Source: an optimization exercise on an open RTL-to-GDS flow (aim: small area and a short achievable clock period). Production flows keep margins and buffers that such runs may drop.
Function was checked by simulation only, so behaviour that the tests miss may differ from the original.
Power and IR drop assume default switching activity.

[flow/design.v]
`timescale 1ns / 1ps
module LabFPGA2 #(
	parameter int WIDTH = 24,
	parameter int DIVIDER = 40
)(
	input		logic					clk_i,
										rst_i,
										en_reg_i,
										sw_reg_b_i,
										slct_op_i,
										slct_byte_i,
										slct_sb_i,
	input		logic	[3:0]			cntrl_alu_i,
	input		logic	[3:0]			op_i,
	output	logic	[3:0]			flag_o,
	output	logic	[41:0]		display_o,
	output	logic	[1:0]			counter_slct_op_o,
										counter_slct_byte_o,
	output 	logic					sb_op_o
);
	logic [23:0] reg_a, reg_b;
	logic [1:0]  counter_slct_byte, counter_slct_op;
	logic        sb_op, en_slct_sb, en_slct_byte;
	assign counter_slct_op_o   = counter_slct_op;
	assign counter_slct_byte_o = counter_slct_byte;
	assign sb_op_o             = sb_op;
	logic [3:0] btn_n;
	logic [5:0] db_cnt [4];
	logic [3:0] pulse, idle, last;
	assign btn_n = {slct_sb_i, slct_byte_i, slct_op_i, en_reg_i};
	always_ff @(posedge clk_i) begin
		for (int k = 0; k < 4; k++) begin
			if (!rst_i || last[k])               db_cnt[k] <= 6'd0;
			else if (idle[k])                    db_cnt[k] <= btn_n[k] ? 6'd0 : 6'd24;
			else db_cnt[k] <= {db_cnt[k][4:0], db_cnt[k][5] ^ db_cnt[k][4]};
		end
	end
	always_comb for (int k = 0; k < 4; k++) begin
		idle[k]  = ~|db_cnt[k][3:0];
		pulse[k] = ~db_cnt[k][0] & ~db_cnt[k][1] & ~db_cnt[k][2] & db_cnt[k][4];
		last[k]  = ~db_cnt[k][1] & db_cnt[k][2] & db_cnt[k][3] & ~db_cnt[k][4] & ~db_cnt[k][5];
	end
	wire en_reg    = pulse[0];
	wire slct_op   = pulse[1];
	wire slct_byte = pulse[2];
	wire slct_sb   = pulse[3];
	always_ff @(posedge clk_i) begin
		if (!rst_i) begin
			counter_slct_byte <= 2'd0;
			en_slct_sb        <= 1'b0;
		end else if (en_slct_byte) begin
			counter_slct_byte <= 2'd0;
		end else if (slct_byte) begin
			en_slct_sb        <= 1'b1;
			counter_slct_byte <= {counter_slct_byte[0], ~counter_slct_byte[1] & ~counter_slct_byte[0]};
		end else begin
			en_slct_sb        <= 1'b0;
		end
	end
	always_ff @(posedge clk_i) begin
		if (!rst_i) begin
			counter_slct_op <= 2'd0;
			en_slct_byte    <= 1'b0;
		end else begin
			en_slct_byte <= slct_op;
			if (slct_op)
				counter_slct_op <= {counter_slct_op[0], ~counter_slct_op[1] & ~counter_slct_op[0]};
		end
	end
	always_ff @(posedge clk_i) begin
		if (!rst_i)          sb_op <= 1'b0;
		else if (en_slct_sb) sb_op <= 1'b0;
		else if (slct_sb)    sb_op <= ~sb_op;
	end
	logic [5:0] nib_sel;
	always_comb begin
		nib_sel[0] = ~counter_slct_byte[1] & ~counter_slct_byte[0] & ~sb_op;
		nib_sel[1] = ~counter_slct_byte[1] & ~counter_slct_byte[0] &  sb_op;
		nib_sel[2] =  counter_slct_byte[0] & ~sb_op;
		nib_sel[3] =  counter_slct_byte[0] &  sb_op;
		nib_sel[4] =  counter_slct_byte[1] & ~sb_op;
		nib_sel[5] =  counter_slct_byte[1] &  sb_op;
	end
	wire we_a  = en_reg & ~counter_slct_op[0];
	wire we_b  = en_reg &  counter_slct_op[0];
	wire ld_br = we_b & sw_reg_b_i;
	logic [24:0] r;
	always_ff @(posedge clk_i) begin
		if (!rst_i) begin
			reg_a <= 24'd0;
			reg_b <= 24'd0;
		end else begin
			for (int n = 0; n < 6; n++) begin
				if (we_a & nib_sel[n])      reg_a[4*n +: 4] <= op_i;
				if (ld_br)                  reg_b[4*n +: 4] <= r[4*n +: 4];
				else if (we_b & nib_sel[n]) reg_b[4*n +: 4] <= op_i;
			end
		end
	end
	logic [23:0] a, b;
	logic [24:0] shl, shr, c_add, c_sub, c_inc, c_dec;
	assign a = reg_a;
	assign b = reg_b;
	alu_dp u_dp (.a(a), .b(b), .c_add(c_add), .c_sub(c_sub), .c_inc(c_inc), .c_dec(c_dec), .shl(shl), .shr(shr));
	alu_out u_out (.cntrl_alu_i(cntrl_alu_i), .a(a), .b(b), .view(counter_slct_op),
		.c_add(c_add), .c_sub(c_sub), .c_inc(c_inc), .c_dec(c_dec), .shl(shl), .shr(shr),
		.r(r), .flag_o(flag_o), .display_o(display_o));
endmodule
module alu_dp (
	input  logic [23:0] a,
	input  logic [23:0] b,
	output logic [24:0] c_add,
	output logic [24:0] c_sub,
	output logic [24:0] c_inc,
	output logic [24:0] c_dec,
	output logic [24:0] shl,
	output logic [24:0] shr
);
	wire ga0 = a[0] & b[0];
	wire ga1 = a[1] & b[1];
	wire ga2 = a[2] & b[2];
	wire ga3 = a[3] & b[3];
	wire ga4 = a[4] & b[4];
	wire ga5 = a[5] & b[5];
	wire ga6 = a[6] & b[6];
	wire ga7 = a[7] & b[7];
	wire ga8 = a[8] & b[8];
	wire ga9 = a[9] & b[9];
	wire ga10 = a[10] & b[10];
	wire ga11 = a[11] & b[11];
	wire ga12 = a[12] & b[12];
	wire ga13 = a[13] & b[13];
	wire ga14 = a[14] & b[14];
	wire ga15 = a[15] & b[15];
	wire ga16 = a[16] & b[16];
	wire ga17 = a[17] & b[17];
	wire ga18 = a[18] & b[18];
	wire ga19 = a[19] & b[19];
	wire ga20 = a[20] & b[20];
	wire ga21 = a[21] & b[21];
	wire ga22 = a[22] & b[22];
	wire ga23 = a[23] & b[23];
	wire pa0 = a[0] ^ b[0];
	wire pa1 = a[1] ^ b[1];
	wire pa2 = a[2] ^ b[2];
	wire pa3 = a[3] ^ b[3];
	wire pa4 = a[4] ^ b[4];
	wire pa5 = a[5] ^ b[5];
	wire pa6 = a[6] ^ b[6];
	wire pa7 = a[7] ^ b[7];
	wire pa8 = a[8] ^ b[8];
	wire pa9 = a[9] ^ b[9];
	wire pa10 = a[10] ^ b[10];
	wire pa11 = a[11] ^ b[11];
	wire pa12 = a[12] ^ b[12];
	wire pa13 = a[13] ^ b[13];
	wire pa14 = a[14] ^ b[14];
	wire pa15 = a[15] ^ b[15];
	wire pa16 = a[16] ^ b[16];
	wire pa17 = a[17] ^ b[17];
	wire pa18 = a[18] ^ b[18];
	wire pa19 = a[19] ^ b[19];
	wire pa20 = a[20] ^ b[20];
	wire pa21 = a[21] ^ b[21];
	wire pa22 = a[22] ^ b[22];
	wire pa23 = a[23] ^ b[23];
	wire t0 = ga1 | (pa1 & ga0);
	wire t1 = pa1 & pa0;
	wire t2 = ga3 | (pa3 & ga2);
	wire t3 = pa3 & pa2;
	wire t4 = ga5 | (pa5 & ga4);
	wire t5 = pa5 & pa4;
	wire t6 = ga7 | (pa7 & ga6);
	wire t7 = pa7 & pa6;
	wire t8 = ga9 | (pa9 & ga8);
	wire t9 = pa9 & pa8;
	wire t10 = ga11 | (pa11 & ga10);
	wire t11 = pa11 & pa10;
	wire t12 = ga13 | (pa13 & ga12);
	wire t13 = pa13 & pa12;
	wire t14 = ga15 | (pa15 & ga14);
	wire t15 = pa15 & pa14;
	wire t16 = ga17 | (pa17 & ga16);
	wire t17 = pa17 & pa16;
	wire t18 = ga19 | (pa19 & ga18);
	wire t19 = pa19 & pa18;
	wire t20 = ga21 | (pa21 & ga20);
	wire t21 = pa21 & pa20;
	wire t22 = ga23 | (pa23 & ga22);
	wire t23 = pa23 & pa22;
	wire t24 = ga2 | (pa2 & t0);
	wire t25 = pa2 & t1;
	wire t26 = t2 | (t3 & t0);
	wire t27 = t3 & t1;
	wire t28 = ga6 | (pa6 & t4);
	wire t29 = pa6 & t5;
	wire t30 = t6 | (t7 & t4);
	wire t31 = t7 & t5;
	wire t32 = ga10 | (pa10 & t8);
	wire t33 = pa10 & t9;
	wire t34 = t10 | (t11 & t8);
	wire t35 = t11 & t9;
	wire t36 = ga14 | (pa14 & t12);
	wire t37 = pa14 & t13;
	wire t38 = t14 | (t15 & t12);
	wire t39 = t15 & t13;
	wire t40 = ga18 | (pa18 & t16);
	wire t41 = pa18 & t17;
	wire t42 = t18 | (t19 & t16);
	wire t43 = t19 & t17;
	wire t44 = ga22 | (pa22 & t20);
	wire t45 = pa22 & t21;
	wire t46 = t22 | (t23 & t20);
	wire t47 = t23 & t21;
	wire t48 = ga4 | (pa4 & t26);
	wire t49 = pa4 & t27;
	wire t50 = t4 | (t5 & t26);
	wire t51 = t5 & t27;
	wire t52 = t28 | (t29 & t26);
	wire t53 = t29 & t27;
	wire t54 = t30 | (t31 & t26);
	wire t55 = t31 & t27;
	wire t56 = ga12 | (pa12 & t34);
	wire t57 = pa12 & t35;
	wire t58 = t12 | (t13 & t34);
	wire t59 = t13 & t35;
	wire t60 = t36 | (t37 & t34);
	wire t61 = t37 & t35;
	wire t62 = t38 | (t39 & t34);
	wire t63 = t39 & t35;
	wire t64 = ga20 | (pa20 & t42);
	wire t65 = pa20 & t43;
	wire t66 = t20 | (t21 & t42);
	wire t67 = t21 & t43;
	wire t68 = t44 | (t45 & t42);
	wire t69 = t45 & t43;
	wire t70 = t46 | (t47 & t42);
	wire t71 = t47 & t43;
	wire t72 = ga8 | (pa8 & t54);
	wire t73 = pa8 & t55;
	wire t74 = t8 | (t9 & t54);
	wire t75 = t9 & t55;
	wire t76 = t32 | (t33 & t54);
	wire t77 = t33 & t55;
	wire t78 = t34 | (t35 & t54);
	wire t79 = t35 & t55;
	wire t80 = t56 | (t57 & t54);
	wire t81 = t57 & t55;
	wire t82 = t58 | (t59 & t54);
	wire t83 = t59 & t55;
	wire t84 = t60 | (t61 & t54);
	wire t85 = t61 & t55;
	wire t86 = t62 | (t63 & t54);
	wire t87 = t63 & t55;
	wire t88 = ga16 | (pa16 & t86);
	wire t89 = pa16 & t87;
	wire t90 = t16 | (t17 & t86);
	wire t91 = t17 & t87;
	wire t92 = t40 | (t41 & t86);
	wire t93 = t41 & t87;
	wire t94 = t42 | (t43 & t86);
	wire t95 = t43 & t87;
	wire t96 = t64 | (t65 & t86);
	wire t97 = t65 & t87;
	wire t98 = t66 | (t67 & t86);
	wire t99 = t67 & t87;
	wire t100 = t68 | (t69 & t86);
	wire t101 = t69 & t87;
	wire t102 = t70 | (t71 & t86);
	wire t103 = t71 & t87;
	wire gs0 = a[0] | ~b[0];
	wire gs1 = a[1] & ~b[1];
	wire gs2 = a[2] & ~b[2];
	wire gs3 = a[3] & ~b[3];
	wire gs4 = a[4] & ~b[4];
	wire gs5 = a[5] & ~b[5];
	wire gs6 = a[6] & ~b[6];
	wire gs7 = a[7] & ~b[7];
	wire gs8 = a[8] & ~b[8];
	wire gs9 = a[9] & ~b[9];
	wire gs10 = a[10] & ~b[10];
	wire gs11 = a[11] & ~b[11];
	wire gs12 = a[12] & ~b[12];
	wire gs13 = a[13] & ~b[13];
	wire gs14 = a[14] & ~b[14];
	wire gs15 = a[15] & ~b[15];
	wire gs16 = a[16] & ~b[16];
	wire gs17 = a[17] & ~b[17];
	wire gs18 = a[18] & ~b[18];
	wire gs19 = a[19] & ~b[19];
	wire gs20 = a[20] & ~b[20];
	wire gs21 = a[21] & ~b[21];
	wire gs22 = a[22] & ~b[22];
	wire gs23 = a[23] & ~b[23];
	wire ps0 = ~pa0;
	wire ps1 = ~pa1;
	wire ps2 = ~pa2;
	wire ps3 = ~pa3;
	wire ps4 = ~pa4;
	wire ps5 = ~pa5;
	wire ps6 = ~pa6;
	wire ps7 = ~pa7;
	wire ps8 = ~pa8;
	wire ps9 = ~pa9;
	wire ps10 = ~pa10;
	wire ps11 = ~pa11;
	wire ps12 = ~pa12;
	wire ps13 = ~pa13;
	wire ps14 = ~pa14;
	wire ps15 = ~pa15;
	wire ps16 = ~pa16;
	wire ps17 = ~pa17;
	wire ps18 = ~pa18;
	wire ps19 = ~pa19;
	wire ps20 = ~pa20;
	wire ps21 = ~pa21;
	wire ps22 = ~pa22;
	wire ps23 = ~pa23;
	wire t104 = gs1 | (ps1 & gs0);
	wire t105 = ps1 & ps0;
	wire t106 = gs3 | (ps3 & gs2);
	wire t107 = ps3 & ps2;
	wire t108 = gs5 | (ps5 & gs4);
	wire t109 = ps5 & ps4;
	wire t110 = gs7 | (ps7 & gs6);
	wire t111 = ps7 & ps6;
	wire t112 = gs9 | (ps9 & gs8);
	wire t113 = ps9 & ps8;
	wire t114 = gs11 | (ps11 & gs10);
	wire t115 = ps11 & ps10;
	wire t116 = gs13 | (ps13 & gs12);
	wire t117 = ps13 & ps12;
	wire t118 = gs15 | (ps15 & gs14);
	wire t119 = ps15 & ps14;
	wire t120 = gs17 | (ps17 & gs16);
	wire t121 = ps17 & ps16;
	wire t122 = gs19 | (ps19 & gs18);
	wire t123 = ps19 & ps18;
	wire t124 = gs21 | (ps21 & gs20);
	wire t125 = ps21 & ps20;
	wire t126 = gs23 | (ps23 & gs22);
	wire t127 = ps23 & ps22;
	wire t128 = gs2 | (ps2 & t104);
	wire t129 = ps2 & t105;
	wire t130 = t106 | (t107 & t104);
	wire t131 = t107 & t105;
	wire t132 = gs6 | (ps6 & t108);
	wire t133 = ps6 & t109;
	wire t134 = t110 | (t111 & t108);
	wire t135 = t111 & t109;
	wire t136 = gs10 | (ps10 & t112);
	wire t137 = ps10 & t113;
	wire t138 = t114 | (t115 & t112);
	wire t139 = t115 & t113;
	wire t140 = gs14 | (ps14 & t116);
	wire t141 = ps14 & t117;
	wire t142 = t118 | (t119 & t116);
	wire t143 = t119 & t117;
	wire t144 = gs18 | (ps18 & t120);
	wire t145 = ps18 & t121;
	wire t146 = t122 | (t123 & t120);
	wire t147 = t123 & t121;
	wire t148 = gs22 | (ps22 & t124);
	wire t149 = ps22 & t125;
	wire t150 = t126 | (t127 & t124);
	wire t151 = t127 & t125;
	wire t152 = gs4 | (ps4 & t130);
	wire t153 = ps4 & t131;
	wire t154 = t108 | (t109 & t130);
	wire t155 = t109 & t131;
	wire t156 = t132 | (t133 & t130);
	wire t157 = t133 & t131;
	wire t158 = t134 | (t135 & t130);
	wire t159 = t135 & t131;
	wire t160 = gs12 | (ps12 & t138);
	wire t161 = ps12 & t139;
	wire t162 = t116 | (t117 & t138);
	wire t163 = t117 & t139;
	wire t164 = t140 | (t141 & t138);
	wire t165 = t141 & t139;
	wire t166 = t142 | (t143 & t138);
	wire t167 = t143 & t139;
	wire t168 = gs20 | (ps20 & t146);
	wire t169 = ps20 & t147;
	wire t170 = t124 | (t125 & t146);
	wire t171 = t125 & t147;
	wire t172 = t148 | (t149 & t146);
	wire t173 = t149 & t147;
	wire t174 = t150 | (t151 & t146);
	wire t175 = t151 & t147;
	wire t176 = gs8 | (ps8 & t158);
	wire t177 = ps8 & t159;
	wire t178 = t112 | (t113 & t158);
	wire t179 = t113 & t159;
	wire t180 = t136 | (t137 & t158);
	wire t181 = t137 & t159;
	wire t182 = t138 | (t139 & t158);
	wire t183 = t139 & t159;
	wire t184 = t160 | (t161 & t158);
	wire t185 = t161 & t159;
	wire t186 = t162 | (t163 & t158);
	wire t187 = t163 & t159;
	wire t188 = t164 | (t165 & t158);
	wire t189 = t165 & t159;
	wire t190 = t166 | (t167 & t158);
	wire t191 = t167 & t159;
	wire t192 = gs16 | (ps16 & t190);
	wire t193 = ps16 & t191;
	wire t194 = t120 | (t121 & t190);
	wire t195 = t121 & t191;
	wire t196 = t144 | (t145 & t190);
	wire t197 = t145 & t191;
	wire t198 = t146 | (t147 & t190);
	wire t199 = t147 & t191;
	wire t200 = t168 | (t169 & t190);
	wire t201 = t169 & t191;
	wire t202 = t170 | (t171 & t190);
	wire t203 = t171 & t191;
	wire t204 = t172 | (t173 & t190);
	wire t205 = t173 & t191;
	wire t206 = t174 | (t175 & t190);
	wire t207 = t175 & t191;
	wire t208 = a[1] & a[0];
	wire t209 = a[3] & a[2];
	wire t210 = a[5] & a[4];
	wire t211 = a[7] & a[6];
	wire t212 = a[9] & a[8];
	wire t213 = a[11] & a[10];
	wire t214 = a[13] & a[12];
	wire t215 = a[15] & a[14];
	wire t216 = a[17] & a[16];
	wire t217 = a[19] & a[18];
	wire t218 = a[21] & a[20];
	wire t219 = a[23] & a[22];
	wire t220 = a[2] & t208;
	wire t221 = t209 & t208;
	wire t222 = a[6] & t210;
	wire t223 = t211 & t210;
	wire t224 = a[10] & t212;
	wire t225 = t213 & t212;
	wire t226 = a[14] & t214;
	wire t227 = t215 & t214;
	wire t228 = a[18] & t216;
	wire t229 = t217 & t216;
	wire t230 = a[22] & t218;
	wire t231 = t219 & t218;
	wire t232 = a[4] & t221;
	wire t233 = t210 & t221;
	wire t234 = t222 & t221;
	wire t235 = t223 & t221;
	wire t236 = a[12] & t225;
	wire t237 = t214 & t225;
	wire t238 = t226 & t225;
	wire t239 = t227 & t225;
	wire t240 = a[20] & t229;
	wire t241 = t218 & t229;
	wire t242 = t230 & t229;
	wire t243 = t231 & t229;
	wire t244 = a[8] & t235;
	wire t245 = t212 & t235;
	wire t246 = t224 & t235;
	wire t247 = t225 & t235;
	wire t248 = t236 & t235;
	wire t249 = t237 & t235;
	wire t250 = t238 & t235;
	wire t251 = t239 & t235;
	wire t252 = a[16] & t251;
	wire t253 = t216 & t251;
	wire t254 = t228 & t251;
	wire t255 = t229 & t251;
	wire t256 = t240 & t251;
	wire t257 = t241 & t251;
	wire t258 = t242 & t251;
	wire t259 = t243 & t251;
	wire t260 = ~a[1] & ~a[0];
	wire t261 = ~a[3] & ~a[2];
	wire t262 = ~a[5] & ~a[4];
	wire t263 = ~a[7] & ~a[6];
	wire t264 = ~a[9] & ~a[8];
	wire t265 = ~a[11] & ~a[10];
	wire t266 = ~a[13] & ~a[12];
	wire t267 = ~a[15] & ~a[14];
	wire t268 = ~a[17] & ~a[16];
	wire t269 = ~a[19] & ~a[18];
	wire t270 = ~a[21] & ~a[20];
	wire t271 = ~a[23] & ~a[22];
	wire t272 = ~a[2] & t260;
	wire t273 = t261 & t260;
	wire t274 = ~a[6] & t262;
	wire t275 = t263 & t262;
	wire t276 = ~a[10] & t264;
	wire t277 = t265 & t264;
	wire t278 = ~a[14] & t266;
	wire t279 = t267 & t266;
	wire t280 = ~a[18] & t268;
	wire t281 = t269 & t268;
	wire t282 = ~a[22] & t270;
	wire t283 = t271 & t270;
	wire t284 = ~a[4] & t273;
	wire t285 = t262 & t273;
	wire t286 = t274 & t273;
	wire t287 = t275 & t273;
	wire t288 = ~a[12] & t277;
	wire t289 = t266 & t277;
	wire t290 = t278 & t277;
	wire t291 = t279 & t277;
	wire t292 = ~a[20] & t281;
	wire t293 = t270 & t281;
	wire t294 = t282 & t281;
	wire t295 = t283 & t281;
	wire t296 = ~a[8] & t287;
	wire t297 = t264 & t287;
	wire t298 = t276 & t287;
	wire t299 = t277 & t287;
	wire t300 = t288 & t287;
	wire t301 = t289 & t287;
	wire t302 = t290 & t287;
	wire t303 = t291 & t287;
	wire t304 = ~a[16] & t303;
	wire t305 = t268 & t303;
	wire t306 = t280 & t303;
	wire t307 = t281 & t303;
	wire t308 = t292 & t303;
	wire t309 = t293 & t303;
	wire t310 = t294 & t303;
	wire t311 = t295 & t303;
	assign c_add = {t102, t100, t98, t96, t94, t92, t90, t88, t86, t84, t82, t80, t78, t76, t74, t72, t54, t52, t50, t48, t26, t24, t0, ga0, 1'b0};
	assign c_sub = {t206, t204, t202, t200, t198, t196, t194, t192, t190, t188, t186, t184, t182, t180, t178, t176, t158, t156, t154, t152, t130, t128, t104, gs0, 1'b1};
	assign c_inc = {t259, t258, t257, t256, t255, t254, t253, t252, t251, t250, t249, t248, t247, t246, t245, t244, t235, t234, t233, t232, t221, t220, t208, a[0], 1'b1};
	assign c_dec = ~{t311, t310, t309, t308, t307, t306, t305, t304, t303, t302, t301, t300, t299, t298, t297, t296, t287, t286, t285, t284, t273, t272, t260, ~a[0], 1'b1};
	assign shl = {1'b0, a} << b[4:0];
	assign shr = {1'b0, a} >> b[4:0];
endmodule
module alu_out (
	input  logic [3:0]  cntrl_alu_i,
	input  logic [23:0] a,
	input  logic [23:0] b,
	input  logic [1:0]  view,
	input  logic [24:0] c_add,
	input  logic [24:0] c_sub,
	input  logic [24:0] c_inc,
	input  logic [24:0] c_dec,
	input  logic [24:0] shl,
	input  logic [24:0] shr,
	output logic [24:0] r,
	output logic [3:0]  flag_o,
	output logic [41:0] display_o
);
	logic [15:0] s;
	always_comb for (int k = 0; k < 16; k++) s[k] = (cntrl_alu_i == k);
	wire big = |b[23:5];
	logic [3:0] tt;
	always_comb begin
		case (cntrl_alu_i)
			4'd0, 4'd9, 4'd10: tt = 4'b0110;    
			4'd1:              tt = 4'b1001;    
			4'd2, 4'd6:        tt = 4'b1100;    
			4'd3:              tt = 4'b0011;    
			4'd4:              tt = 4'b1000;    
			4'd7:              tt = 4'b0101;    
			4'd8:              tt = 4'b0111;    
			default:           tt = 4'b0000;
		endcase
	end
	logic [23:0] x, y;
	always_comb for (int k = 0; k < 24; k++) x[k] = tt[{a[k], b[k]}];
	assign y = ({24{s[0]}} & c_add[23:0]) | ({24{s[1]}} & c_sub[23:0])
	         | ({24{s[2]}} & c_inc[23:0]) | ({24{s[3]}} & c_dec[23:0]);
	wire r24 = (s[0] & c_add[24]) | (s[1] & ~c_sub[24]) | (s[2] & c_inc[24]) | (s[3] & ~c_dec[24])
	         | s[7] | s[8] | (s[11] & ~big & shl[24]);
	wire lt = ~c_sub[24];
	wire bit0x = (s[5] & ((|a) | (|b))) | (s[13] & lt) | (s[14] & ~lt);
	assign r = {r24, (x ^ y) | ({24{s[11] & ~big}} & shl[23:0]) | ({24{s[12] & ~big}} & shr[23:0]) | {23'd0, bit0x}};
	assign flag_o[0] = (r == 25'd0);
	assign flag_o[1] = r[23];
	assign flag_o[2] = r[24];
	assign flag_o[3] = r[24];
	logic [23:0] display;
	always_comb begin
		case (view)
			2'b00:   display = a;
			2'b01:   display = b;
			default: display = r[23:0];
		endcase
	end
	always_comb begin
		for (int i = 0; i < 6; i++) begin
			case (display[4*i +: 4])
				4'h0: display_o[7*i +: 7] = 7'b100_0000;
				4'h1: display_o[7*i +: 7] = 7'b111_1001;
				4'h2: display_o[7*i +: 7] = 7'b010_0100;
				4'h3: display_o[7*i +: 7] = 7'b011_0000;
				4'h4: display_o[7*i +: 7] = 7'b001_1001;
				4'h5: display_o[7*i +: 7] = 7'b001_0010;
				4'h6: display_o[7*i +: 7] = 7'b000_0010;
				4'h7: display_o[7*i +: 7] = 7'b111_1000;
				4'h8: display_o[7*i +: 7] = 7'b000_0000;
				4'h9: display_o[7*i +: 7] = 7'b001_1000;
				4'ha: display_o[7*i +: 7] = 7'b000_1000;
				4'hb: display_o[7*i +: 7] = 7'b000_0011;
				4'hc: display_o[7*i +: 7] = 7'b100_0110;
				4'hd: display_o[7*i +: 7] = 7'b010_0001;
				4'he: display_o[7*i +: 7] = 7'b000_0110;
				default: display_o[7*i +: 7] = 7'b000_1110;
			endcase
		end
	end
endmodule
[flow/flow/run.sh]
#!/bin/bash
# Own layout flow: the standard ORFS flow (standard.sh) with
#  - the standard synthesis script (synth_recipe.tcl, hierarchical), but ABC's mapping run
#    per module: flow/abc_dp.script on the operand datapath alu_dp, flow/abc_out.script
#    on the result/display logic alu_out and flow/abc_area.script on the top module;
#    no full/half-adder cell extraction;
#  - port buffers of type buf_2;
#  - extra ORFS settings from flow/knobs.txt (one VAR=value per line).
# The make output goes to flow_make.log; ORFS keeps each step's log under orfs/logs.
set -euo pipefail
W=$(pwd)
cat > "$W/my_synth.tcl" <<EOT
proc abc {args} {
  set i [lsearch -exact \$args -script]
  set j [expr {\$i + 1}]
  yosys abc {*}[lreplace \$args \$j \$j $W/flow/abc_dp.script] alu_dp
  yosys abc {*}[lreplace \$args \$j \$j $W/flow/abc_out.script] alu_out
  yosys abc {*}[lreplace \$args \$j \$j $W/flow/abc_area.script] LabFPGA2
}
source $W/synth_recipe.tcl
EOT
KNOBS=()
while IFS= read -r line; do
  [[ -z "$line" || "$line" == \#* ]] && continue
  KNOBS+=("$line")
done < "$W/flow/knobs.txt"
bash "$W/standard.sh" \
  "SYNTH_SCRIPT=$W/my_synth.tcl" \
  "ADDER_MAP_FILE=" \
  "BUFFER_PORTS_ARGS=-buffer_cell sky130_fd_sc_hd__buf_2" \
  "${KNOBS[@]}" \
  finish > "$W/flow_make.log" 2>&1
[flow/flow/abc_area.script]
strash
&get -n
&st
&dch -f
&nf -R 1000 -p
&put
mfs2
strash
&get -n
&dch -f
&nf -R 1000 -p
&put
topo
stime -c
buffer -c
upsize -c
dnsize -c
[flow/flow/abc_dp.script]
strash
dch
map
topo
stime -c
buffer -c
upsize -c
dnsize -c
[flow/flow/abc_out.script]
strash
&get -n
&st
&dch -f
&nf -R 1000 -p
&put
mfs2
strash
&get -n
&dch -f
&nf -R 1000 -p
&put
topo
stime -c
buffer -c
upsize -c
dnsize -c
[flow/flow/knobs.txt]
ABC_AREA=1
SETUP_SLACK_MARGIN=5
[flow/standard.sh]
#!/bin/bash
# synth_recipe.tcl (not shown) runs the flow's synth.tcl, then flattens the netlist and writes it again
# the make line also repeats each setting of config.mk as NAME=value (left out here)
make -C /OpenROAD-flow-scripts/flow DESIGN_CONFIG=/design/flow/config.mk WORK_HOME=/design/flow/orfs CLKGATE_MAP_FILE= SYNTH_SCRIPT=/design/flow/synth_recipe.tcl "${@:-finish}"
[flow/config.mk]
export PLATFORM = sky130hd
export DESIGN_NAME = LabFPGA2
export DESIGN_NICKNAME = LabFPGA2
export VERILOG_FILES = /design/flow/design.v
export SDC_FILE = /design/flow/constraint.sdc
export NUM_CORES = 4
export LEC_CHECK = 0
export CAP_MARGIN = 20
export CORE_MARGIN = 2
export CORE_UTILIZATION = 40
export SLEW_MARGIN = 20
export SYNTH_HIERARCHICAL = 1
[flow/constraint.sdc]
create_clock -name core_clock -period 12.0 [get_ports {clk_i}]
set_input_delay 2.4000 -clock core_clock [delete_from_list [all_inputs] [get_ports {clk_i}]]
set_output_delay 2.4000 -clock core_clock [all_outputs]
set_load 0.01 [all_outputs]
==> results of run 1 <==
[worst max-delay path by stage]
stage,endpoint,slack (ps),cells after the start
detailed placement,display_o[1],3240,14
global route,display_o[1],4180,18
floorplan,display_o[1],4370,15
global placement,display_o[1],3360,14
CTS,display_o[1],4380,17
finish,display_o[24],4320,15
[state kept, by name (all words and copies together), names as in the netlist]
| signal | cells |
|---|---|
| db_cnt | 24 |
| reg_a | 24 |
| reg_b | 24 |
| counter_slct_byte | 2 |
| counter_slct_op | 2 |
| en_slct_byte | 1 |
| en_slct_sb | 1 |
| sb_op | 1 |
[what timing repair did]
item                                    4_1_cts  5_1_grt
pin swaps                                    28       15
hold endpoints to repair                      0        0
buffers inserted                             34       16
endpoints found under the setup margin       44       43
gates resized for setup                      93       44
cloned                                        7        2
[power by group through the flow]
| stage | Combinational [W] | Clock (W) | Sequential, W |
|---|---|---|---|
| after floorplan | 0.000407 | 0 | 0.000292 |
| after global placement | 0.000483 | 0 | 0.000304 |
| after detailed placement | 0.000487 | 0 | 0.000305 |
| after CTS | 0.000542 | 0.000292 | 0.000299 |
| after global routing | 0.000632 | 0.000304 | 0.000302 |
| final | 0.000588 | 0.000293 | 0.000301 |
[cell type report]
class                      count  area [sq um]  area share, %
multi-input combinational   1361          8460           69.2
sequential                    79          1590           13.0
timing repair buffer         149          1060           8.69
tap                          335           419           3.43
inverter                     100           390           3.19
clock buffer                  10           239           1.95
clock inverter                 6          75.1          0.614
[worst max-delay path: stages]
cell      delay [ps]
buf_12            90
clkinv_8          60
nand2_4          110
nor3_4            80
buf_6            160
a222oi_1         430
nand2_1          210
xor2_2           240
a221o_2          410
nand2_1          130
and2_1           240
nor2_2            80
or4_1            400
nand3_1           90
buf_2            130
[routing by layer]
layer	vias to the layer above	GRT usage, %	wire length [microns]
li1	5993	-	-
met1	5916	38.0	16900
met2	788	45.7	18700
met3	171	5.48	4320
met4	0	17.4	3060
met5	-	0	0
[cells in the final DEF (no fill, tap or decap), types with 6 or more instances in the layout]
master	instances
dfxtp_1	76
a221o_1	12
nand2_2	14
nand2b_1	13
a221oi_2	6
inv_1	92
a222oi_1	32
a21boi_0	7
mux4_2	18
a31oi_1	32
nand3b_1	7
o31ai_1	6
nand2b_4	8
nand2_1	325
nor3_1	18
o22ai_1	14
or2_2	11
nor2_4	6
clkbuf_16	9
nor2b_1	11
o21ai_1	20
a21oi_2	9
o21bai_1	22
nor2_1	201
a21oi_1	65
o21ai_0	175
xor2_1	22
o21a_1	9
buf_4	73
buf_6	12
nor2_2	10
buf_2	60
nand4_1	10
a22oi_1	6
o211ai_1	49
nand3_1	44
nor4_1	27
and2_1	14
o21ai_2	15
[metrics by stage]
step           cells  hold slack (ps)  utilization [%]
2_1_floorplan   1720              392                -
3_3_place_gp    1965              408             41.4
3_5_place_dp    1965              414             41.4
4_1_cts         2022              428             45.4
5_1_grt         2040              442             46.7
6_report        2040              429             46.7
==> flow_summary.ini, run 1 <==
[sta]
fin_skew_ps = 8.31
hold_violations = 0
setup_viol = 0
rsz0062_at_grt = yes
max_freq_mhz = 130
drv_slew = 0
fin_crit_ps = 7680
min_period_over_period_pct = 64.0
slew_headroom_pct = 29.1
finalWorstSetupSlack_ps = 4320
worst_pin_slew_ps = 1060
fin_setup_tns_ps = 0

[drt]
drt_iter0_markers = 1972
drc = 0
ant_nets = 0
vias = 12900
drt-pass1-iter-count = 10
routed_wl_mm = 43.0
wl_per_cell_microns = 21.1
via_per_inst = 6.31

[worst_setup_path]
reg2reg_slack_ps = 8060
cp-startpoint = cntrl_alu_i[1]
cp.arrival_ps = 5280
crit_path_start_kind = input pin
path_max_fanout = 6
rr_worst_depth = 14
reg2reg_to = reg_b[20]
rr_startpoint = reg_b[2]
cp.required_ps = 9600
crit_type = in2out
endpoint_kind = primary output

[logic_synthesis]
netlist_area_sq_um = 10700
syn_avg_cell_area_sq_um = 6.24
yosysWarnings = 9
synthCells = 1718

[die]
ioPinCount = 66
die_h_microns = 168
start_util_pct = 40.9
core_area_sq_um = 26200
die_w_microns = 168
std_cell_rows = 59
die_area_sq_um = 28100

[clock_network]
cts_inserted_buffers = 9
htreeDepth = 3
clock-sinks = 79
clock_path_buffers = 2
cts_hold_buf = 0
cts_tree = yes
clk_pin_slew_ps = 60
clock_latency_ps = 340
cts_root_buf = clkbuf_16

[hold_path]
worstHoldPathCells = 1
hp-start = en_slct_sb
hold-path-endpoint = sb_op
hold_path.class = reg2reg

[global_route]
grt_pass1_wl_mm = 65.5
grt_max_degree = 74
groute.usage.overall_pct = 29.4
antenna_found_initial = 0
grt_overflow_total = 0
grt_pass1_vias = 11600

[final_layout]
drive_above_1_share_pct = 20.1
fin_nets = 1715
area_delta_synth_final_pct = 14.0
diodes = 0
fill_cells = 2672
fin_area_sq_um = 12200

[power_and_ir_drop]
p_leak_nw = 5.06
p_sw_w = 0.000513
irDropWorstVdd_mv = 0.112
power_frac_seq_pct = 25.5
p_per_area_nw_per_um2 = 96.6
p_comb_share_pct = 49.7
p_int_w = 0.000668
p_total_w = 0.00118
pwr-share-clk_pct = 24.8
netSwitchingFraction_pct = 43.4

[placement]
place_hpwl_mm = 30.1
gp_congestion = 1.00
dpl_cell_area_sq_um = 10900
portBuffers = 65
dp_slack_ps = 3240

[run]
max-cap-violations = 0

[status]
status = timing/DRC/antenna clean
==> inputs of run 2 (changes only) <==
==> flow/flow/run.sh (replaced) <==
#!/bin/bash
# Own layout flow: the standard ORFS flow (standard.sh) with
#  - the standard synthesis script (synth_recipe.tcl, hierarchical), but ABC's mapping run
#    on each module (alu_dp, alu_out, top) separately with flow/abc_area.script, without
#    the slow cells listed in flow/dont_use.txt, and no full/half-adder cell extraction;
#  - port buffers of type buf_2;
#  - extra ORFS settings from flow/knobs.txt (one VAR=value per line).
# The make output goes to flow_make.log; ORFS keeps each step's log under orfs/logs.
set -euo pipefail
W=$(pwd)
cat > "$W/my_synth.tcl" <<EOT
proc abc {args} {
  set i [lsearch -exact \$args -script]
  set j [expr {\$i + 1}]
  set a [lreplace \$args \$j \$j $W/flow/abc_area.script]
  set f [open $W/flow/dont_use.txt r]
  foreach c [split [string trim [read \$f]]] { if {\$c ne ""} { lappend a -dont_use \$c } }
  close \$f
  yosys abc {*}\$a alu_dp
  yosys abc {*}\$a alu_out
  yosys abc {*}\$a LabFPGA2
}
source $W/synth_recipe.tcl
EOT
KNOBS=()
while IFS= read -r line; do
  [[ -z "$line" || "$line" == \#* ]] && continue
  KNOBS+=("$line")
done < "$W/flow/knobs.txt"
bash "$W/standard.sh" \
  "SYNTH_SCRIPT=$W/my_synth.tcl" \
  "ADDER_MAP_FILE=" \
  "BUFFER_PORTS_ARGS=-buffer_cell sky130_fd_sc_hd__buf_2" \
  "${KNOBS[@]}" \
  finish > "$W/flow_make.log" 2>&1
==> flow/flow/dont_use.txt (new file) <==
sky130_fd_sc_hd__a222oi_1 sky130_fd_sc_hd__or4_1 sky130_fd_sc_hd__or4_2 sky130_fd_sc_hd__or4_4 sky130_fd_sc_hd__or4b_1 sky130_fd_sc_hd__or4b_2 sky130_fd_sc_hd__or4b_4 sky130_fd_sc_hd__or4bb_1 sky130_fd_sc_hd__or4bb_2 sky130_fd_sc_hd__or4bb_4 sky130_fd_sc_hd__or3_1 sky130_fd_sc_hd__or3_2 sky130_fd_sc_hd__or3_4 sky130_fd_sc_hd__or3b_1 sky130_fd_sc_hd__or3b_2 sky130_fd_sc_hd__or3b_4 sky130_fd_sc_hd__mux4_1 sky130_fd_sc_hd__mux4_2 sky130_fd_sc_hd__mux4_4 sky130_fd_sc_hd__nor4_1 sky130_fd_sc_hd__nor4_2 sky130_fd_sc_hd__nor4_4 sky130_fd_sc_hd__nor4b_1 sky130_fd_sc_hd__nor4b_2 sky130_fd_sc_hd__nor4b_4 sky130_fd_sc_hd__nor4bb_1 sky130_fd_sc_hd__nor4bb_2 sky130_fd_sc_hd__nor4bb_4 sky130_fd_sc_hd__a2111oi_0 sky130_fd_sc_hd__a2111oi_1 sky130_fd_sc_hd__a2111oi_2 sky130_fd_sc_hd__a2111oi_4 sky130_fd_sc_hd__o2111ai_1 sky130_fd_sc_hd__o2111ai_2 sky130_fd_sc_hd__o2111ai_4 sky130_fd_sc_hd__a2111o_1 sky130_fd_sc_hd__a2111o_2 sky130_fd_sc_hd__a2111o_4 sky130_fd_sc_hd__o2111a_1 sky130_fd_sc_hd__o2111a_2 sky130_fd_sc_hd__o2111a_4
==> flow/flow/knobs.txt (replaced) <==
ABC_AREA=1
SETUP_SLACK_MARGIN=4
CORE_UTILIZATION=65
CTS_BUF_LIST=sky130_fd_sc_hd__clkbuf_8
CTS_CLUSTER_SIZE=40
removed: flow/flow/abc_dp.script
removed: flow/flow/abc_out.script
==> flow_summary.ini, run 2 <==
[global_route]
grt_max_degree = 73
grt_pass1_wl_mm = 55.7
antenna_found_initial = 0
grt_overflow_total = 0
grt_pass1_vias = 10100
groute.usage.overall_pct = 42.8

[worst_setup_path]
critPathTopFamily = simple AND/OR/NAND/NOR gates
crit_path_start_kind = flip-flop
critPathBufInv = 2
cp_slowest_stage_delay_ps = 400
cp_slowest_cell = dfxtp_4
path_max_fanout = 8
crit_top_cell = or2_4
crit_type = reg2out
cp.arrival_ps = 5490
endpoint_kind = primary output
cp.required_ps = 9600
rr_worst_depth = 18
cp.depth = 28

[clock_network]
cts_root_buf = clkbuf_8
clock_path_buffers = 2
cts_hold_buf = 0
htreeDepth = 3
clock-sinks = 79
cts_inserted_buffers = 9
clk_pin_slew_ps = 90
clock_latency_ps = 360
cts_tree = yes

[die]
start_util_pct = 66.9
core_area_sq_um = 15300
std_cell_rows = 45
die_area_sq_um = 16700
die_h_microns = 129
ioPinCount = 66
die_w_microns = 129

[final_layout]
layout_common_cells = nor2_1 (238), nand2_1 (236), o21ai_0 (132), a21oi_1 (114), dfxtp_1 (71)
final_common_cell = nor2_1
fin_nets = 1586
area_delta_synth_final_pct = 5.57
reg_top3 = db_cnt (24), reg_a (24), reg_b (24)
fill_cells = 1366
multiInputGateArea_sq_um = 7750
seqCellArea_sq_um = 1600
drive_above_1_share_pct = 16.1

[placement]
portBuffers = 65
place_hpwl_mm = 26.5
gp_congestion = 1.08

[drt]
vias = 12200
drt_iter0_markers = 1872
via_per_inst = 6.84
routed_wl_mm = 38.2
drc = 0
ant_nets = 0
wl_per_cell_microns = 21.3
drt-pass1-iter-count = 7

[hold_path]
hold_path.class = reg2reg
worstHoldPathCells = 1

[sta]
setup_viol = 0
min_period_over_period_pct = 65.8
slew_headroom_pct = 18.7
worst_pin_slew_ps = 1220
fin_crit_ps = 7890
rsz0062_at_grt = yes
fin_skew_ps = 11.0
max_freq_mhz = 127
drv_slew = 0
hold_violations = 0
fin_setup_tns_ps = 0

[logic_synthesis]
netlist_area_sq_um = 10200
syn_avg_cell_area_sq_um = 6.37
yosysWarnings = 9
synthCells = 1603

[power_and_ir_drop]
p_per_area_nw_per_um2 = 90.1
irDropWorstVdd_mv = 0.0914
p_leak_nw = 4.31
p_total_w = 0.000971

[status]
status = timing/DRC/antenna clean

[run]
max-cap-violations = 0
run 2: path summary, 6_finish.rpt:
check,from,to,slack (ps)
max,reg_a[1],display_o[40],4110
min,db_cnt[1][0],db_cnt[1][1],470
max reg2reg,reg_b[2],reg_b[10],7410
min reg2reg,db_cnt[1][0],db_cnt[1][1],470
run 2: cell type report:
| cell class | count | share of cell area, % |
|---|---|---|
| antenna | 1 | 0.0232 |
| tap | 211 | 2.45 |
| inverter | 39 | 1.43 |
| clock inverter | 7 | 0.790 |
| sequential | 79 | 14.8 |
| clock buffer | 9 | 1.15 |
| timing repair buffer | 119 | 7.35 |
| multi-input combinational | 1323 | 72.0 |
run 2: report_power, final:
group / switching, W / internal (W) / leakage, nW
logic: 0.000287 / 0.000169 / 3.56
registers: 0.0000289 / 0.000273 / 0.646
clock network: 0.000112 / 0.000101 / 0.107
total: 0.000428 / 0.000543 / 4.31
run 2: repair_timing:
| action | 4_1_cts | 5_1_grt |
|---|---|---|
| gates resized for setup | 16 | 51 |
| cloned | 0 | 2 |
| endpoints found under the hold margin | 0 | 0 |
| setup endpoints to repair | 39 | 42 |
| buffers inserted | 4 | 29 |
| pin swaps | 1 | 12 |
run 2: per-layer routing:
layer | global-route usage [%] | up-vias | share of wire (%)
met2 | 62.8 | 933 | 41
met1 | 58.7 | 5571 | 39
li1 | - | 5560 | -
met5 | 0 | - | 0
met4 | 16.2 | 0 | 4.7
met3 | 13.5 | 160 | 15
run 2: per-stage QoR:
step / worst slack (ps) / area [sq um] / std cells / utilization [%] / hold slack, ps
detailed placement: 3720 / 10000 / 1736 / 65.6 / 457
floorplan: 4580 / 10200 / 1605 / - / 435
finish: 4110 / 10800 / 1788 / 70.6 / 466
CTS: 3980 / 10300 / 1756 / 67.6 / 464
global route: 3940 / 10800 / 1787 / 70.6 / 472
global placement: 3820 / 10000 / 1736 / 65.6 / 443
==> inputs of run 3 (changes only) <==
==> flow/flow/knobs.txt (replaced) <==
ABC_AREA=1
SETUP_SLACK_MARGIN=4
CORE_UTILIZATION=65
CTS_BUF_LIST=sky130_fd_sc_hd__clkbuf_8
CTS_CLUSTER_SIZE=40
RECOVER_POWER=100
==> flow_summary.ini, run 3 <==
[status]
status = failed layout checks
so_faults = max-capacitance violations, max-slew violations

[worst_setup_path]
endpoint_kind = primary output
crit_type = in2out
crit_path_start_kind = input pin
cp.required_ps = 9600
cp.arrival_ps = 6210
path_max_fanout = 15

[final_layout]
area_delta_synth_final_pct = 4.68
final_cells = 1787
final_common_cell = nor2_1
fin_nets = 1586
fill_cells = 1407
diodes = 0
drive_above_1_share_pct = 12.9
layout_common_cells = nor2_1 (240), nand2_1 (239), o21ai_0 (142), a21oi_1 (114), dfxtp_1 (71)
utilization_pct = 70.0
reg_top3 = db_cnt (24), reg_a (24), reg_b (24)

[logic_synthesis]
yosysWarnings = 9
netlist_area_sq_um = 10200
synthCells = 1603
syn_avg_cell_area_sq_um = 6.37

[sta]
fin_crit_ps = 8610
drv_slew = 68
slew_headroom_pct = -59.5
worst_pin_slew_ps = 2390
hold_violations = 0
min_period_over_period_pct = 71.8
setup_viol = 0
fin_setup_tns_ps = 0
fin_skew_ps = 10.9
rsz0062_at_grt = yes
max_freq_mhz = 116

[clock_network]
clock-sinks = 79
clock_latency_ps = 360
clock_path_buffers = 2
cts_root_buf = clkbuf_8
cts_hold_buf = 0
cts_tree = yes
htreeDepth = 3
clk_pin_slew_ps = 90
cts_inserted_buffers = 9

[drt]
drt-pass1-iter-count = 10
ant_nets = 0
via_per_inst = 6.87
wl_per_cell_microns = 21.4
drc = 0
routed_wl_mm = 38.3
drt_iter0_markers = 1875
vias = 12300

[power_and_ir_drop]
irDropWorstVdd_mv = 0.0913
p_total_w = 0.000967
power_frac_seq_pct = 31.2
p_int_w = 0.000539
p_comb_share_pct = 46.8
p_leak_nw = 4.15
netSwitchingFraction_pct = 44.3
p_sw_w = 0.000428
pwr-share-clk_pct = 22.1
p_per_area_nw_per_um2 = 90.5

[die]
ioPinCount = 66
die_area_sq_um = 16700
die_w_microns = 129
die_h_microns = 129
core_area_sq_um = 15300
std_cell_rows = 45
start_util_pct = 66.9

[placement]
gp_congestion = 1.08
dp_cells = 1736
place_hpwl_mm = 26.5
portBuffers = 65

[global_route]
groute.usage.overall_pct = 42.8
grt_max_degree = 73
grt_overflow_total = 0
antenna_found_initial = 0
grt_pass1_wl_mm = 55.7
grt_pass1_vias = 10100

[run]
max-cap-violations = 1

[hold_path]
hold_path.class = reg2reg
## run 3: final cells by class
cell class | instances | area [sq um] | share of cell area [%]
Timing Repair Buffer | 119 | 743 | 6.96
Inverter | 39 | 154 | 1.44
Multi-Input combinational cell | 1323 | 7710 | 72.2
Tap cell | 211 | 264 | 2.47
Clock buffer | 9 | 124 | 1.16
Sequential cell | 79 | 1600 | 15.0
Clock inverter | 7 | 85.1 | 0.797
## run 3: through the flow
stage	area [sq um]	hold slack (ps)	setup slack, ps
after floorplan	10200	435	4580
after global placement	10000	443	3820
after detailed placement	10000	457	3720
after CTS	10300	464	3980
after global routing	10700	472	3200
final	10700	458	3390
## run 3: final timing paths
| check | startpoint | endpoint | slack [ps] | depth (start not counted) |
|---|---|---|---|---|
| worst min register to register | db_cnt[1][0] | db_cnt[1][1] | 460 | 1 |
| worst max register to register | reg_b[2] | reg_b[0] | 7380 | 19 |
| worst min-delay path | db_cnt[1][0] | db_cnt[1][1] | 460 | 1 |
| worst max-delay path | cntrl_alu_i[0] | display_o[7] | 3390 | 13 |
## run 3: layer usage
metal  wire (microns)  vias to the layer above  GRT usage, %
met5                0                        -             0
met4             1910                        0          16.2
met3             5880                      183          13.5
met2            15500                      933          62.8
met1            14900                     5603          58.7
li1                 -                     5552             -
## run 3: repair_timing
| item | in CTS | in global routing |
|---|---|---|
| pin swaps | 1 | 12 |
| endpoints found under the setup margin | 39 | 42 |
| gates cloned | 0 | 2 |
| gates resized for setup | 16 | 51 |
| buffers inserted | 4 | 29 |
## run 3: power groups by stage
stage | Combinational [W] | Clock [W] | Sequential, W
floorplan | 0.000343 | 0 | 0.000295
global placement | 0.000396 | 0 | 0.000307
detailed placement | 0.000400 | 0 | 0.000307
CTS | 0.000409 | 0.000212 | 0.000300
global route | 0.000478 | 0.000224 | 0.000302
finish | 0.000452 | 0.000213 | 0.000302
## run 3: critical path, cell delays in order
cell and delay [ps]:
clkbuf_1 450, nand2_1 350, nand2_1 180, nand2_1 390
o21ai_0 300, a21oi_1 110, xnor2_1 200, a221oi_1 600
o21ai_0 460, nor2_1 310, xnor2_1 110, o22ai_1 170
clkbuf_1 180
==> inputs of run 4 (changes only) <==
==> flow/flow/knobs.txt (replaced) <==
ABC_AREA=1
SETUP_SLACK_MARGIN=3.5
CORE_UTILIZATION=65
CTS_BUF_LIST=sky130_fd_sc_hd__clkbuf_8
CTS_CLUSTER_SIZE=40
==> flow_summary.ini, run 4 <==
[clock_network]
htreeDepth = 3
clock_latency_ps = 360
cts_hold_buf = 0
clk_pin_slew_ps = 100
clock-sinks = 79
cts_tree = yes
cts_inserted_buffers = 9
clock_path_buffers = 2
cts_root_buf = clkbuf_8

[sta]
fin_crit_ps = 8300
drv_slew = 0
fin_skew_ps = 12.1
setup_viol = 0
rsz0062_at_grt = yes
fin_setup_tns_ps = 0
max_freq_mhz = 120
fin_hold_ws_ps = 459
slew_headroom_pct = 24.4
finalWorstSetupSlack_ps = 3700
min_period_over_period_pct = 69.2
hold_violations = 0
worst_pin_slew_ps = 1130

[drt]
via_per_inst = 6.81
drt_iter0_markers = 1949
vias = 12000
wl_per_cell_microns = 21.1
routed_wl_mm = 37.0
drc = 0
drt-pass1-iter-count = 10
ant_nets = 0

[worst_setup_path]
crit_type = reg2out
crit_path_start_kind = flip-flop
path_max_fanout = 38
cp_slowest_cell = dfxtp_4
crit_top_cell = maj3_1
reg2reg_slack_ps = 7100
crit_chain = buf_12 > nand2b_1 > maj3_1 > maj3_1 > a21oi_1 > a21oi_1 > maj3_1 > a21oi_2 > o21ai_1 > a21oi_2 > o21ai_1 > maj3_1 > a22o_1 > a221oi_1 > xnor2_1 > a221o_1 > a21oi_2 > inv_1 > nor2_1 > nor2_1 > xor2_1 > o22ai_1 > buf_2
reg2reg_to = reg_b[21]
cp.required_ps = 9600
critPathBufInv = 3
cp_slowest_stage_delay_ps = 460
cp.arrival_ps = 5900
rr_worst_depth = 24
critPathTopFamily = compound AO/OA/AOI/OAI gates
rr_startpoint = reg_a[1]
endpoint_kind = primary output

[power_and_ir_drop]
p_int_w = 0.000525
netSwitchingFraction_pct = 44.2
p_sw_w = 0.000416
irDropWorstVdd_mv = 0.0907
p_per_area_nw_per_um2 = 91.3
p_leak_nw = 4.09
p_total_w = 0.000941
pwr-share-clk_pct = 22.6
p_comb_share_pct = 45.3
power_frac_seq_pct = 32.1

[final_layout]
diodes = 0
final_cells = 1758
fin_nets = 1557
drive_above_1_share_pct = 11.8
reg_top3 = db_cnt (24), reg_a (24), reg_b (24)
final_common_cell = nor2_1
area_delta_synth_final_pct = 1.03
layout_common_cells = nor2_1 (244), nand2_1 (243), o21ai_0 (132), a21oi_1 (115), dfxtp_1 (76)

[die]
die_h_microns = 129
start_util_pct = 66.9
ioPinCount = 66
std_cell_rows = 45
core_area_sq_um = 15300
die_w_microns = 129
die_area_sq_um = 16700

[logic_synthesis]
netlist_area_sq_um = 10200
syn_avg_cell_area_sq_um = 6.37
yosysWarnings = 9
synthCells = 1603

[placement]
portBuffers = 65
gp_congestion = 1.08
dp_cells = 1736
dp_slack_ps = 3720
place_hpwl_mm = 26.5

[run]
max-cap-violations = 0

[global_route]
groute.usage.overall_pct = 42.5
grt_pass1_vias = 9968
grt_pass1_wl_mm = 55.2
grt_max_degree = 73
grt_overflow_total = 0
antenna_found_initial = 0

[hold_path]
hold_path.class = reg2reg
worstHoldPathCells = 1
hold-path-endpoint = db_cnt[1][1]
hp-start = db_cnt[1][0]

[status]
status = timing/DRC/antenna clean
-- run 4: cell types whose count changed in the layout (fill, tap and decap cells not counted), moves of 7 or more --
cell / before / now
o21ai_1: 14 / 25
buf_4: 44 / 23
and2_1: 21 / 28
buf_2: 27 / 65
clkbuf_1: 39 / 0
o21ai_0: 142 / 132
-- run 4: repair_timing --
item                       in CTS  in global routing
setup endpoints to repair      11                 31
gates resized for setup         1                 10
buffers inserted                0                  6
-- run 4: cell type report --
type | count | area [sq um]
well taps | 211 | 264
clock buffers | 9 | 124
multi-input cells | 1322 | 7560
fillers | 1404 | 4950
clock inverters | 7 | 85.1
repair buffers | 91 | 541
flip-flops and latches | 79 | 1590
inverters | 39 | 150
-- run 4: routing by layer --
metal	up-vias	share of wire, %	global-route usage [%]
met1	5434	40	59.5
met5	-	0	0
met4	0	4.0	15.2
met2	905	41	62.4
met3	134	15	11.7
li1	5503	-	-
-- run 4: worst max-delay path by stage --
| stage | startpoint | endpoint | depth (start not counted) |
|---|---|---|---|
| CTS | reg_b[0] | display_o[29] | 23 |
| detailed placement | reg_b[0] | display_o[29] | 23 |
| global placement | cntrl_alu_i[2] | display_o[32] | 14 |
| floorplan | cntrl_alu_i[2] | display_o[32] | 13 |
| global route | reg_b[0] | display_o[29] | 23 |
| finish | reg_b[0] | display_o[29] | 23 |
-- run 4: power by group through the flow --
stage | clock network, W | registers [W] | logic, W
after CTS | 0.000212 | 0.000301 | 0.000402
after global placement | 0 | 0.000307 | 0.000396
after detailed placement | 0 | 0.000307 | 0.000400
final | 0.000213 | 0.000302 | 0.000426
after floorplan | 0 | 0.000295 | 0.000343
after global routing | 0.000224 | 0.000303 | 0.000454
-- run 4: through the flow --
step	cell area (sq um)	utilization, %
CTS	10200	67.0
detailed placement	10000	65.6
global placement	10000	65.6
floorplan	10200	-
finish	10300	67.6
global route	10300	67.6
==> inputs of run 5 (changes only) <==
--- a/flow/flow/run.sh
+++ b/flow/flow/run.sh
@@ -1,8 +1,9 @@
 #!/bin/bash
 # Own layout flow: the standard ORFS flow (standard.sh) with
 #  - the standard synthesis script (synth_recipe.tcl, hierarchical), but ABC's mapping run
-#    on each module (alu_dp, alu_out, top) separately with flow/abc_area.script, without
-#    the slow cells listed in flow/dont_use.txt, and no full/half-adder cell extraction;
+#    on each module separately: flow/abc_dp.script (delay oriented) on the operand
+#    datapath alu_dp, flow/abc_area.script on alu_out and the top module, without the
+#    slow cells listed in flow/dont_use.txt; and no full/half-adder cell extraction;
 #  - port buffers of type buf_2;
 #  - extra ORFS settings from flow/knobs.txt (one VAR=value per line).
 # The make output goes to flow_make.log; ORFS keeps each step's log under orfs/logs.
@@ -16,7 +17,8 @@
   set f [open $W/flow/dont_use.txt r]
   foreach c [split [string trim [read \$f]]] { if {\$c ne ""} { lappend a -dont_use \$c } }
   close \$f
-  yosys abc {*}\$a alu_dp
+  set d [lreplace \$a \$j \$j $W/flow/abc_dp.script]
+  yosys abc {*}\$d alu_dp
   yosys abc {*}\$a alu_out
   yosys abc {*}\$a LabFPGA2
 }
==> flow/flow/abc_dp.script (new file) <==
strash
dch
map
topo
stime -c
buffer -c
upsize -c
dnsize -c
==> flow/flow/knobs.txt (replaced) <==
ABC_AREA=1
SETUP_SLACK_MARGIN=4.5
CORE_UTILIZATION=65
CTS_BUF_LIST=sky130_fd_sc_hd__clkbuf_8
CTS_CLUSTER_SIZE=40
==> flow_summary.ini, run 5 <==
[worst_setup_path]
cp.depth = 16
cp_slowest_cell = a221o_1
endpoint = display_o[21]
path_max_fanout = 10
crit_top_cell = nor2_1
crit_type = in2out
rr_worst_depth = 14
reg2reg_slack_ps = 7970
rr_startpoint = reg_b[2]
cp_slowest_stage_delay_ps = 340
crit_chain = buf_16 > buf_4 > nor2_1 > and2_4 > a21o_4 > nor2_1 > a211oi_1 > a21oi_1 > xor2_1 > a221o_1 > nand2_2 > nand2_4 > nor2_4 > a211oi_2 > a31o_2 > buf_2
reg2reg_to = reg_b[18]
endpoint_kind = primary output
crit_path_start_kind = input pin
cp.required_ps = 9600
cp-startpoint = cntrl_alu_i[0]
cp.arrival_ps = 5320
critPathTopFamily = compound AO/OA/AOI/OAI gates
critPathBufInv = 3

[power_and_ir_drop]
irDropWorstVdd_mv = 0.116
p_sw_w = 0.000471
p_per_area_nw_per_um2 = 85.7
p_leak_nw = 5.18
pwr-share-clk_pct = 21.3
p_int_w = 0.000589
power_frac_seq_pct = 28.6
netSwitchingFraction_pct = 44.5
p_comb_share_pct = 50.0

[die]
die_area_sq_um = 17900
ioPinCount = 66
die_h_microns = 134
std_cell_rows = 47
start_util_pct = 66.1
core_area_sq_um = 16500
die_w_microns = 134

[hold_path]
hold_path.class = reg2reg
worstHoldPathCells = 1

[sta]
fin_setup_tns_ps = 0
rsz0062_at_grt = yes
slew_headroom_pct = 32.1
hold_violations = 0
max_freq_mhz = 130
fin_skew_ps = 16.9
min_period_over_period_pct = 64.3
fin_crit_ps = 7720
setup_viol = 0
fin_hold_ws_ps = 470
drv_slew = 0
worst_pin_slew_ps = 1020

[final_layout]
reg_top3 = db_cnt (24), reg_a (24), reg_b (24)
area_delta_synth_final_pct = 13.2
seqCellArea_sq_um = 1590
layout_common_cells = nand2_1 (317), nor2_1 (263), o21ai_0 (185), buf_4 (91), inv_1 (88)
multiInputGateArea_sq_um = 8650
diodes = 0
final_common_cell = nand2_1
fin_nets = 1854
drive_above_1_share_pct = 20.4
fill_cells = 1348

[drt]
vias = 14300
drt_iter0_markers = 2511
ant_nets = 0
drc = 0
wl_per_cell_microns = 22.1
via_per_inst = 6.95
routed_wl_mm = 45.6
drt-pass1-iter-count = 10

[global_route]
grt_max_degree = 73
grt_overflow_total = 0
antenna_found_initial = 0
groute.usage.overall_pct = 46.2
grt_pass1_vias = 12100
grt_pass1_wl_mm = 65.4

[placement]
gp_congestion = 1.10
portBuffers = 65
place_hpwl_mm = 29.4

[logic_synthesis]
netlist_area_sq_um = 10900
yosysWarnings = 9
syn_avg_cell_area_sq_um = 5.99
synthCells = 1826

[clock_network]
clk_pin_slew_ps = 80
cts_tree = yes
cts_root_buf = clkbuf_8
cts_hold_buf = 0
cts_inserted_buffers = 9
clock-sinks = 79
clock_latency_ps = 360
clock_path_buffers = 2
htreeDepth = 3

[status]
status = timing/DRC/antenna clean

[run]
max-cap-violations = 0
==> run 5: stage by stage <==
| step | util, % | instance area [sq um] | std cells | power [W] | setup slack (ps) |
|---|---|---|---|---|---|
| 6_report | 74.9 | 12400 | 2064 | 0.00106 | 4280 |
| 5_1_grt | 74.9 | 12400 | 2064 | 0.00110 | 4260 |
| 4_1_cts | 70.2 | 11600 | 2024 | 0.000982 | 4480 |
| 3_5_place_dp | 64.7 | 10700 | 1962 | 0.000721 | 3710 |
| 3_3_place_gp | 64.7 | 10700 | 1962 | 0.000715 | 3890 |
| 2_1_floorplan | - | 10900 | 1828 | 0.000651 | 4580 |
==> run 5: worst min-delay path by stage <==
stage                            start           end  slack (ps)
after floorplan           db_cnt[1][5]  db_cnt[1][0]         430
after CTS                 db_cnt[2][0]  db_cnt[2][1]         470
final                     db_cnt[2][0]  db_cnt[2][1]         470
after global routing      db_cnt[1][5]  db_cnt[1][0]         480
after detailed placement  db_cnt[1][5]  db_cnt[1][0]         460
after global placement    db_cnt[2][0]  db_cnt[2][1]         450
==> run 5: final cells by class <==
cell class / instances / share of cell area [%]
well taps: 220 / 2.22
multi-input cells: 1484 / 69.9
inverters: 95 / 3.00
clock buffers: 10 / 1.11
flip-flops and latches: 79 / 12.8
clock inverters: 6 / 0.748
repair buffers: 170 / 10.2
==> run 5: power groups by stage <==
stage / combinational [W] / clock (W) / sequential (W)
global route: 0.000559 / 0.000237 / 0.000303
global placement: 0.000410 / 0 / 0.000305
floorplan: 0.000357 / 0 / 0.000294
CTS: 0.000457 / 0.000225 / 0.000300
detailed placement: 0.000415 / 0 / 0.000306
finish: 0.000531 / 0.000226 / 0.000304
==> run 5: worst register-to-register path, stage by stage (launching register included) <==
cell and delay, ps:
dfxtp_2 370, buf_4 510, and2_2 300, nor2_1 80
a41oi_2 270, o221ai_4 190, a21oi_2 570, o21bai_1 120
a22o_1 260, a221oi_2 340, xnor2_1 140, a221o_1 380
buf_4 200, nand2_1 90, a31oi_1 90
==> run 5: metal layers <==
layer | vias to the layer above | part of all wire [%] | track usage [%]
met3 | 321 | 15 | 12.8
met2 | 1244 | 40 | 67.2
met5 | - | 0 | 0
met4 | 0 | 7.8 | 26.2
li1 | 6356 | - | -
met1 | 6425 | 37 | 61.3
==> run 5: timing repair <==
| item | in CTS | in global routing |
|---|---|---|
| pin swaps | 28 | 59 |
| buffers inserted | 43 | 38 |
| gates cloned | 3 | 2 |
| setup endpoints to repair | 43 | 43 |
| gates resized for setup | 88 | 120 |
==> inputs of run 6 (changes only) <==
--- a/flow/flow/run.sh
+++ b/flow/flow/run.sh
@@ -1,7 +1,7 @@
 #!/bin/bash
 # Own layout flow: the standard ORFS flow (standard.sh) with
 #  - the standard synthesis script (synth_recipe.tcl, hierarchical), but ABC's mapping run
-#    on each module separately: flow/abc_dp.script (delay oriented) on the operand
+#    on each module separately: flow/abc_dp.script on the operand
 #    datapath alu_dp, flow/abc_area.script on alu_out and the top module, without the
 #    slow cells listed in flow/dont_use.txt; and no full/half-adder cell extraction;
 #  - port buffers of type buf_2;
==> flow/flow/abc_area.script (replaced) <==
strash
&get -n
&st
&dch -f
&nf -R 1000 -p
&put
mfs2
strash
&get -n
&dch -f
&nf -R 1000 -p
&put
topo
stime -c
dnsize -c
==> flow/flow/abc_dp.script (replaced) <==
strash
&get -n
&st
&dch -f
&nf -R 1000 -p
&put
mfs2
strash
&get -n
&dch -f
&nf -R 1000 -p
&put
topo
stime -c
buffer -c
upsize -c
dnsize -c
==> flow/flow/knobs.txt (replaced) <==
ABC_AREA=1
SETUP_SLACK_MARGIN=4
CORE_UTILIZATION=65
CTS_BUF_LIST=sky130_fd_sc_hd__clkbuf_8
CTS_CLUSTER_SIZE=40
==> flow_summary.ini, run 6 <==
[worst_setup_path]
cp.arrival_ps = 5510
reg2reg_slack_ps = 7410
rr_startpoint = reg_a[0]
crit_type = reg2out
endpoint_kind = primary output
cp.required_ps = 9600
rr_worst_depth = 24
crit_path_start_kind = flip-flop
path_max_fanout = 18
reg2reg_to = reg_b[21]

[run]
max-cap-violations = 0

[power_and_ir_drop]
power_frac_seq_pct = 32.7
irDropWorstVdd_mv = 0.109
p_per_area_nw_per_um2 = 87.8
netSwitchingFraction_pct = 43.1
p_comb_share_pct = 47.7
p_leak_nw = 4.15
p_int_w = 0.000521
p_sw_w = 0.000395
pwr-share-clk_pct = 19.6

[clock_network]
htreeDepth = 3
cts_root_buf = clkbuf_8
clk_pin_slew_ps = 80
cts_tree = yes
cts_hold_buf = 0
cts_inserted_buffers = 9
clock_latency_ps = 360
clock_path_buffers = 2
clock-sinks = 79

[sta]
max_freq_mhz = 126
setup_viol = 0
fin_skew_ps = 10.2
drv_slew = 0
hold_violations = 0
min_period_over_period_pct = 65.9
fin_crit_ps = 7910
rsz0062_at_grt = yes
worst_pin_slew_ps = 893
fin_setup_tns_ps = 0
slew_headroom_pct = 39.8

[logic_synthesis]
netlist_area_sq_um = 9840
synthCells = 1562
yosysWarnings = 9
syn_avg_cell_area_sq_um = 6.30

[status]
status = timing/DRC/antenna clean

[final_layout]
fin_nets = 1571
layout_common_cells = nor2_1 (250), nand2_1 (238), o21ai_0 (155), a21oi_1 (114), dfxtp_1 (72)
fill_cells = 1353
area_delta_synth_final_pct = 5.96
final_common_cell = nor2_1
drive_above_1_share_pct = 13.2
diodes = 0
fin_area_sq_um = 10400
reg_top3 = db_cnt (24), reg_a (24), reg_b (24)

[placement]
dpl_cell_area_sq_um = 9800
place_hpwl_mm = 24.6
gp_congestion = 1.03
portBuffers = 65

[global_route]
groute.usage.overall_pct = 42.0
grt_overflow_total = 0
grt_pass1_wl_mm = 54.9
grt_max_degree = 73
grt_pass1_vias = 10400
antenna_found_initial = 0

[drt]
wl_per_cell_microns = 20.3
drc = 0
drt_iter0_markers = 1599
drt-pass1-iter-count = 6
via_per_inst = 6.80
ant_nets = 0
routed_wl_mm = 35.4
vias = 11900

[die]
die_area_sq_um = 16100
start_util_pct = 67.2
std_cell_rows = 44
die_w_microns = 127
ioPinCount = 66
die_h_microns = 127
core_area_sq_um = 14600

[hold_path]
hold_path.class = reg2reg
hp-start = db_cnt[2][0]
worstHoldPathCells = 1
hold-path-endpoint = db_cnt[2][1]
==> run 6: changes by cell type in the layout (fill, tap and decap cells not counted), sizes merged, moves of 37 or more <==
cell,previous run,this run
nor2,294,257
o211ai,57,10
o21ai,230,161
inv,94,28
nand2,352,246
buf,170,102
==> run 6: worst max-delay path by stage <==
stage | startpoint | to | slack [ps] | cells after the start
CTS | reg_b[1] | display_o[29] | 4000 | 24
global placement | reg_b[1] | display_o[29] | 3570 | 23
global route | reg_b[1] | display_o[29] | 3930 | 23
detailed placement | reg_b[1] | display_o[29] | 3410 | 23
finish | reg_b[1] | display_o[29] | 4090 | 23
floorplan | cntrl_alu_i[2] | display_o[29] | 4190 | 12
==> run 6: repair_timing <==
action                     in CTS  in global routing
buffers inserted                4                 12
gates cloned                    2                  1
setup endpoints to repair      41                 40
gates resized for setup        22                 49
pin swaps                       2                 12
==> run 6: per-stage QoR <==
| step | hold slack (ps) | setup slack, ps | utilization [%] | cells | power (W) |
|---|---|---|---|---|---|
| final | 466 | 4090 | 71.2 | 1745 | 0.000915 |
| after global routing | 487 | 3930 | 71.2 | 1745 | 0.000960 |
| after CTS | 472 | 4000 | 69.3 | 1732 | 0.000879 |
| after detailed placement | 459 | 3410 | 66.9 | 1710 | 0.000692 |
| after global placement | 452 | 3570 | 66.9 | 1710 | 0.000689 |
| after floorplan | 428 | 4190 | - | 1564 | 0.000620 |
==> run 6: power groups by stage <==
stage | Combinational, W | Sequential, W | Clock, W
2_1_floorplan | 0.000326 | 0.000295 | 0
3_3_place_gp | 0.000386 | 0.000303 | 0
3_5_place_dp | 0.000389 | 0.000303 | 0
4_1_cts | 0.000402 | 0.000298 | 0.000179
5_1_grt | 0.000468 | 0.000301 | 0.000192
6_report | 0.000436 | 0.000299 | 0.000179
==> run 6: critical path, stage by stage (launching register included) <==
cell	delay, ps
dfxtp_4	400
buf_12	170
clkinvlp_4	140
maj3_1	400
maj3_1	390
a21oi_1	140
a21oi_1	70
maj3_1	400
a21oi_2	210
o21ai_2	110
a21oi_2	140
buf_4	160
o21ai_2	110
maj3_1	350
a22o_1	210
a221oi_2	190
xnor2_1	100
a221o_1	370
a21oi_4	240
xor2_1	250
o21ai_1	120
xor2_1	180
o22ai_1	110
buf_2	150
==> run 6: metal layers <==
metal	part of all wire (%)	GRT usage (%)	wire length [microns]	vias up
met2	42	64.1	15000	846
met1	39	55.2	13800	5320
met5	0	0	0	-
li1	-	-	-	5531
met3	12	9.00	4310	175
met4	6.5	23.1	2300	0
==> run 6: final cells by class <==
class                   instances  area, sq um  area share, %
multi-input cells            1322         7540           72.4
flip-flops and latches         79         1600           15.3
repair buffers                105          722           6.92
well taps                     184          230           2.21
inverters                      39          158           1.51
clock buffers                  11          151           1.45
clock inverters                 5         23.8          0.228

what the ideal ports hide:
No port has a modelled driver above. Below, the same layouts with a new extraction and two added sets of constraints.
Step 1: set_driving_cell puts a clkbuf_16 on clk_i and a buf_2 on each other input, an assumption about the parent block.
Step 2, shift: input delay + t, output delay - t, t = (earliest + latest rising clock arrival at the registers) / 2. This alone moves slack from input paths to output paths.
Three values: ideal ports, drivers, drivers and shift; two values: the first two.
| run | t, ns | slack for setup (ns) | latest minus earliest clock arrival (ns) | worst slew at a driven data input, ns |
|---|---|---|---|---|
| run 1 | 0.377 | 4.319 / 4.258 / 4.258 | 0.008 / 0.008 | 0.06 |
| run 2 | 0.388 | 4.106 / 4.070 / 4.139 | 0.011 / 0.011 | 0.03 |
| run 3 | 0.391 | 3.389 / 3.364 / 3.364 | 0.011 / 0.011 | 0.03 |
| run 4 | 0.390 | 3.698 / 3.659 / 3.712 | 0.012 / 0.012 | 0.03 |
| run 5 | 0.386 | 4.284 / 4.225 / 4.225 | 0.017 / 0.017 | 0.08 |
| run 6 | 0.387 | 4.086 / 4.055 / 4.088 | 0.011 / 0.010 | 0.04 |
The setup slack of run 1, which loses most, moves by -0.061 ns with the drivers and by -0.061 ns with both steps.
